This design comes from an exercise in tuning for small area, a short achievable clock period and few clock cycles on the open sky130 flow, not from production work. Function was checked by simulation only, so behaviour that the tests miss may differ from the original.

==> module fpu, before the edit <==
module fpu
  (input  fp16_t          fpuIn1, fpuIn2, fpuIn3,
   input  logic [3:0]   op,
   input  logic         clock, reset, start,
   output fp16_t          fpuOut,
   output logic         fpuDone,
   output condCode_t    condCodes,
   output statusFlag_t  statusFlags,
   output fpuComp_t     comps);
  localparam int FRACW = 10;
  localparam int EXPW = 5;
  localparam int EXP_MAX = (1 << EXPW) - 2;
  localparam int BIAS = (1 << (EXPW - 1)) - 1;
  localparam logic [15:0] NAN = 16'h7E00;
  localparam int DIV_K = 5;
  localparam int DIV_NCYC = 4;
  localparam bit DIV_MERGED = 1'b0;
  localparam int DIV_LAT = DIV_MERGED ? DIV_NCYC : DIV_NCYC + 1;
  fp16_t a, b;
  logic [3:0] opr;
  always_ff @(posedge clock) begin
    a <= fpuIn1;
    b <= fpuIn2;
    opr <= op;
  end
  logic [2:0] cnt;
  logic [2:0] lat;
  logic opValid;
  logic isFMA;
  assign isFMA = opr[2] & ~opr[3];
  always_comb begin
    opValid = 1'b1;
    unique case (opr)
      FPU_DIV: lat = 3'(DIV_LAT);
      FPU_FMAD, FPU_FMS, FPU_FNMAD, FPU_FNMS: lat = 3'd2;
      FPU_ADD, FPU_SUB, FPU_MUL: lat = 3'd1;
      default: begin
        lat = 3'd1;
        opValid = 1'b0;
      end
    endcase
  end
  always_ff @(posedge clock, posedge reset) begin
    if (reset) begin
      cnt <= 3'd0;
      fpuDone <= 1'b0;
    end
    else begin
      if (cnt != 3'd0 || start)
        cnt <= cnt + 3'(cnt != 3'd7);
      if ((cnt == lat && opValid) || (cnt == 3'd0 && start && (op == FPU_MAX || op == FPU_MIN)))
        fpuDone <= 1'b1;
    end
  end
  logic isInf1, isInf2, isNaN1, isNaN2;
  fpuIsSpecialValue #(.FRACW(FRACW), .EXPW(EXPW))
                    specVal1(.fpuIn(fpuIn1), .inf(isInf1), .nan(isNaN1)),
                    specval2(.fpuIn(fpuIn2), .inf(isInf2), .nan(isNaN2));
  logic anyNaNs;
  assign anyNaNs = (isNaN1 | isNaN2);
  logic NV, DZ;
  assign NV = anyNaNs ||
              (isInf1 && isInf2 && (fpuIn1.sign ^ fpuIn2.sign) && (op == FPU_ADD || op == FPU_SUB)) ||
              ((op == FPU_MUL) && (isInf1 && fpuIn2 == 0) || (isInf2 && fpuIn1 == 0)) ||
              ((op == FPU_DIV) && (isInf1 && isInf2));
  assign DZ = (op == FPU_DIV && {fpuIn2.exp, fpuIn2.frac} == 0);
  logic lt, eq, gt;
  fpuComp comp(.fpuIn1, .fpuIn2, .isInf1, .isInf2, .isNaN1, .isNaN2, .lt, .eq, .gt);
  logic useMul, useDiv, fmaMulPhase;
  always_ff @(posedge clock) begin
    if (cnt == 3'd0) begin
      useMul <= (op == FPU_MUL) || (op[2] & ~op[3]);
      useDiv <= (op == FPU_DIV);
      fmaMulPhase <= (op[2] & ~op[3]);
    end
    else begin
      useMul <= (opr == FPU_MUL);
      useDiv <= (opr == FPU_DIV);
      fmaMulPhase <= 1'b0;
    end
  end
  fp16_t addX, addY;
  fp16_t normOut;
  always_ff @(posedge clock) begin
    if (cnt == 3'd0)
      addX <= fpuIn1;
    else if (fmaMulPhase)
      addX <= normOut;
    addY <= (op[2] & ~op[3]) ? fpuIn3 : fpuIn2;
  end
  logic          mSign, aSign, dSign;
  logic [1:0]    mInt, aInt, dInt;
  logic [19:0]   mFrac, aFrac, dFrac;
  logic [4:0]    mExp, aExp, dExp;
  logic [4:0]    mDD, aDD, dDD;
  logic          mSticky, aSticky, dSticky;
  logic          mOF, dOF;
  fpuMulFront #(.FRACW(FRACW), .EXPW(EXPW), .EXP_MAX(EXP_MAX), .BIAS(BIAS))
              mulFront(.fpuIn1(a), .fpuIn2(b), .unnormSign(mSign), .unnormInt(mInt),
                       .unnormFrac(mFrac), .unnormExpOut(mExp), .denormDiff(mDD),
                       .sticky(mSticky), .OFin(mOF));
  fpuAddSubFront #(.FRACW(FRACW), .EXPW(EXPW))
                 addFront(.sub(opr[0]), .fpuIn1(addX), .fpuIn2(addY),
                          .unnormSign(aSign), .unnormInt(aInt), .unnormFrac(aFrac),
                          .unnormExp(aExp), .denormDiff(aDD), .sticky(aSticky));
  logic [10:0] divisor;
  logic [19:0] quotient, quotientNext;
  fpuDivisor #(.FRACW(FRACW)) divisorSig(.fpuIn2(b), .divisor);
  fpuDivIter #(.K(DIV_K), .NCYC(DIV_NCYC))
             divIter(.clock, .first(cnt == 3'd1), .run(cnt != 3'd0 && cnt <= 3'(DIV_NCYC)),
                     .dividendSig({~(a.exp == 0), a.frac}), .divisor,
                     .quotient, .quotientNext);
  fpuDivFront #(.FRACW(FRACW), .EXPW(EXPW), .EXP_MAX(EXP_MAX), .BIAS(BIAS))
              divFront(.fpuIn1(a), .fpuIn2(b),
                       .significandDivOut(DIV_MERGED ? quotientNext : quotient),
                       .unnormSign(dSign), .unnormInt(dInt), .unnormFrac(dFrac),
                       .unnormExpOut(dExp), .denormDiff(dDD), .sticky(dSticky), .OFin(dOF));
  logic          nSign;
  logic [1:0]    nInt;
  logic [19:0]   nFrac;
  logic [4:0]    nExp, nDD;
  logic          nSticky, nOF, nDiv;
  always_comb begin
    if (useDiv) begin
      {nSign, nInt, nFrac, nExp, nDD, nSticky, nOF} = {dSign, dInt, dFrac, dExp, dDD, dSticky, dOF};
    end
    else if (useMul) begin
      {nSign, nInt, nFrac, nExp, nDD, nSticky, nOF} = {mSign, mInt, mFrac, mExp, mDD, mSticky, mOF};
    end
    else begin
      {nSign, nInt, nFrac, nExp, nDD, nSticky, nOF} = {aSign, aInt, aFrac, aExp, aDD, aSticky, 1'b0};
    end
  end
  assign nDiv = useDiv;
  opStatusFlag_t normFlags;
  fpuNormalizer #(.FRACW(FRACW), .EXPW(EXPW), .EXP_MAX(EXP_MAX), .PFW(2 * FRACW))
                normalizer(.unnormSign(nSign), .unnormInt(nInt), .unnormFrac(nFrac),
                           .unnormExp(nExp), .denormDiff(nDD), .sticky(nSticky),
                           .OFin(nOF), .div(nDiv), .normOut(normOut),
                           .opStatusFlags(normFlags));
  logic isArith, isMaxMin;
  assign isArith = ~op[3];
  assign isMaxMin = (op == FPU_MAX) || (op == FPU_MIN);
  fp16_t res;
  logic resArith, resNaN, resNeg;
  opStatusFlag_t resFlags;
  logic [1:0] resNVDZ;
  always_ff @(posedge clock) begin
    if (isMaxMin)
      res <= ((op[0] ? lt : gt)) ? fpuIn1 : fpuIn2;
    else
      res <= normOut;
    resArith <= isArith;
    resNaN <= isArith & anyNaNs;
    resNeg <= isArith & op[2] & op[1];
    resFlags <= isArith ? normFlags : 3'd0;
    resNVDZ <= {NV, DZ};
    comps <= {lt, eq, gt};
  end
  assign fpuOut = resNaN ? NAN : {res.sign ^ resNeg, res.exp, res.frac};
  assign condCodes = {resArith && (res == '0), 1'b0, resArith && res.sign, 1'b0};
  assign statusFlags = {resNVDZ, resFlags};
endmodule
Settings: LEC_CHECK=0, CAP_MARGIN=20, CORE_MARGIN=2, CORE_UTILIZATION=65, PLACE_DENSITY=0.75, SLEW_MARGIN=20; clock period 65.0 ns.
run.sh (not shown) runs the stock make flow with config.mk's settings and CLKGATE_MAP_FILE= SYNTH_SCRIPT=/design/flow/synth_recipe.tcl, a recipe that flattens the netlist after the stock synthesis.
Testbench counts at the start, summed over its fixed seeds: cycles 11,013.
Then changed:
--- a/flow/design.v
+++ b/flow/design.v
@@ -596,10 +596,10 @@
   localparam int EXPW = 5;
   localparam int EXP_MAX = (1 << EXPW) - 2;
   localparam int BIAS = (1 << (EXPW - 1)) - 1;
   localparam logic [15:0] NAN = 16'h7E00;
-  localparam int DIV_K = 5;
-  localparam int DIV_NCYC = 4;
+  localparam int DIV_K = 4;
+  localparam int DIV_NCYC = 5;
   localparam bit DIV_MERGED = 1'b0;
   localparam int DIV_LAT = DIV_MERGED ? DIV_NCYC : DIV_NCYC + 1;
   fp16_t a, b;
   logic [3:0] opr;
Outcome: Global-route usage grows by 1.0 points. Utilization is higher by 0.90 points. Worst hold slack is better by 0.058 ns. First-iteration DRC count drops by about 12%.
Testbench counts after the change, summed over its fixed seeds: cycles 11,239.


Setup of run a:
fpu, a different RTL version from the one above (not shown whole).
Size in the first run: roughly 3,400 cells after synthesis.
// fpu
module fpu
  (input  fp16_t          fpuIn1, fpuIn2, fpuIn3,
   input  logic [3:0]   op,
   input  logic         clock, reset, start,
   output fp16_t          fpuOut,
   output logic         fpuDone,
   output condCode_t    condCodes,
   output statusFlag_t  statusFlags,
   output fpuComp_t     comps);
  localparam int FRACW = 10;
  localparam int EXPW = 5;
  localparam int EXP_MAX = (1 << EXPW) - 2;
  localparam int BIAS = (1 << (EXPW - 1)) - 1;
  localparam logic [15:0] NAN = 16'h7E00;
  localparam int DIV_K = 4;
  localparam int DIV_NCYC = 5;
  localparam bit DIV_MERGED = 1'b0;
  localparam int DIV_LAT = DIV_MERGED ? DIV_NCYC : DIV_NCYC + 1;
  fp16_t b;
  logic [3:0] opr;
  always_ff @(posedge clock) begin
    b <= fpuIn2;
    opr <= op;
  end
  logic [2:0] cnt;
  logic [2:0] lat;
  logic opValid;
  logic isFMA;
  assign isFMA = opr[2] & ~opr[3];
  always_comb begin
    opValid = 1'b1;
    unique case (opr)
      FPU_DIV: lat = 3'(DIV_LAT);
      FPU_FMAD, FPU_FMS, FPU_FNMAD, FPU_FNMS: lat = 3'd2;
      FPU_ADD, FPU_SUB, FPU_MUL: lat = 3'd1;
      default: begin
        lat = 3'd1;
        opValid = 1'b0;
      end
    endcase
  end
  always_ff @(posedge clock, posedge reset) begin
    if (reset) begin
      cnt <= 3'd0;
      fpuDone <= 1'b0;
    end
    else begin
      if (cnt != 3'd0 || start)
  ...
clock: 65.0 ns
lec_check: 0
abc_area: 1
cap_margin: 20
core_margin: 2
core_utilization: 65
place_density: 0.75
slew_margin: 20
Testbench counts of run a, summed over its fixed seeds: cycles 11,239.
## Diff of input files: run b against run a
diff --git a/flow/design.v b/flow/design.v
--- a/flow/design.v
+++ b/flow/design.v
@@ -597,16 +597,14 @@
   localparam int BIAS = (1 << (EXPW - 1)) - 1;
   localparam logic [15:0] NAN = 16'h7E00;
   localparam int DIV_K = 4;
   localparam int DIV_NCYC = 5;
   localparam bit DIV_MERGED = 1'b0;
   localparam int DIV_LAT = DIV_MERGED ? DIV_NCYC : DIV_NCYC + 1;
-  fp16_t b;
   logic [3:0] opr;
   always_ff @(posedge clock) begin
-    b <= fpuIn2;
     opr <= op;
   end
   logic [2:0] cnt;
   logic [2:0] lat;
   logic opValid;
   logic isFMA;
@@ -666,38 +664,38 @@
   fp16_t normOut;
   always_ff @(posedge clock) begin
     if (cnt == 3'd0)
       addX <= fpuIn1;
     else if (fmaMulPhase)
       addX <= normOut;
-    addY <= (op[2] & ~op[3]) ? fpuIn3 : fpuIn2;
+    addY <= (isFMA && cnt != 3'd0) ? fpuIn3 : fpuIn2;
   end
   logic          mSign, aSign, dSign;
   logic [1:0]    mInt, aInt, dInt;
   logic [19:0]   mFrac, aFrac, dFrac;
   logic [4:0]    mExp, aExp, dExp;
   logic [4:0]    mDD, aDD, dDD;
   logic          mSticky, aSticky, dSticky;
   logic          mOF, dOF;
   fpuMulFront #(.FRACW(FRACW), .EXPW(EXPW), .EXP_MAX(EXP_MAX), .BIAS(BIAS))
-              mulFront(.fpuIn1(addX), .fpuIn2(b), .unnormSign(mSign), .unnormInt(mInt),
+              mulFront(.fpuIn1(addX), .fpuIn2(addY), .unnormSign(mSign), .unnormInt(mInt),
                        .unnormFrac(mFrac), .unnormExpOut(mExp), .denormDiff(mDD),
                        .sticky(mSticky), .OFin(mOF));
   fpuAddSubFront #(.FRACW(FRACW), .EXPW(EXPW))
                  addFront(.sub(opr[0]), .fpuIn1(addX), .fpuIn2(addY),
                           .unnormSign(aSign), .unnormInt(aInt), .unnormFrac(aFrac),
                           .unnormExp(aExp), .sticky(aSticky));
   logic [10:0] divisor;
   logic [19:0] quotient, quotientNext;
-  fpuDivisor #(.FRACW(FRACW)) divisorSig(.fpuIn2(b), .divisor);
+  fpuDivisor #(.FRACW(FRACW)) divisorSig(.fpuIn2(addY), .divisor);
   fpuDivIter #(.K(DIV_K), .NCYC(DIV_NCYC))
              divIter(.clock, .first(cnt == 3'd1), .run(cnt != 3'd0 && cnt <= 3'(DIV_NCYC)),
                      .dividendSig({~(addX.exp == 0), addX.frac}), .divisor,
                      .quotient, .quotientNext);
   fpuDivFront #(.FRACW(FRACW), .EXPW(EXPW), .EXP_MAX(EXP_MAX), .BIAS(BIAS))
-              divFront(.fpuIn1(addX), .fpuIn2(b),
+              divFront(.fpuIn1(addX), .fpuIn2(addY),
                        .significandDivOut(DIV_MERGED ? quotientNext : quotient),
                        .unnormSign(dSign), .unnormInt(dInt), .unnormFrac(dFrac),
                        .unnormExpOut(dExp), .denormDiff(dDD), .sticky(dSticky), .OFin(dOF));
   logic          nSign;
   logic [1:0]    nInt;
   logic [19:0]   nFrac;
@@ -738,13 +736,13 @@
     resFlags <= isArith ? normFlags : 3'd0;
     resNVDZ <= {NV, DZ};
     comps <= {lt, eq, gt};
   end
   always_comb begin
     if (resMaxMin)
-      fpuOut = resSelIn1 ? addX : b;
+      fpuOut = resSelIn1 ? addX : addY;
     else if (resNaN)
       fpuOut = NAN;
     else
       fpuOut = {res.sign ^ resNeg, res.exp, res.frac};
   end
   assign condCodes = {resArith && (res == '0), 1'b0, resArith && res.sign, 1'b0};
==> run notes <==
From run a to run b, DRC violations left did not move at all. In the tables for run b and run a, routed wire length reads higher with run b. Relative to run a, synthesized area decreased by 3.7% in run b. Flip-flop and latch count after synthesis shrinks by more than 10% when moving from run a to run b. On fmax, run b and run a are neck and neck. Run b ends up with a routed length per instance that is 2.5% higher than in run a. Xor-xnor portion of the synthesized cell area: run b higher than run a.
Testbench counts of run b, summed over its fixed seeds: cycles 11,239.

==> port drivers added, routing unchanged <==
In the flow no input, the clock included, has a driving cell. The finished layouts below were timed again as built, in two steps. Step 1 sets driving cells, clkbuf_16 on the clock port and buf_2 on the other inputs (assumed; they add their load-dependent delay and slew). Step 2 moves the port delays by t, midway between the first and last clock arrival at a register: inputs arrive t later, outputs are due t later. That takes back most of the time a late clock gives input paths. Three values: ideal, step 1, step 2; two values: the first two.
| run | shift t [ns] | setup slack, ns | clock arrival spread, ns |
|---|---|---|---|
| the first run of note 1 | 0.503 | 45.870 / 45.870 / 45.870 | 0.012 / 0.012 |
| the second run of note 1 | 0.496 | 46.961 / 46.961 / 46.961 | 0.016 / 0.017 |
| run a | 0.506 | 49.162 / 49.102 / 49.279 | 0.016 / 0.016 |
| run b | 0.442 | 49.177 / 49.120 / 49.354 | 0.012 / 0.011 |
After both steps every run listed still meets setup and hold.
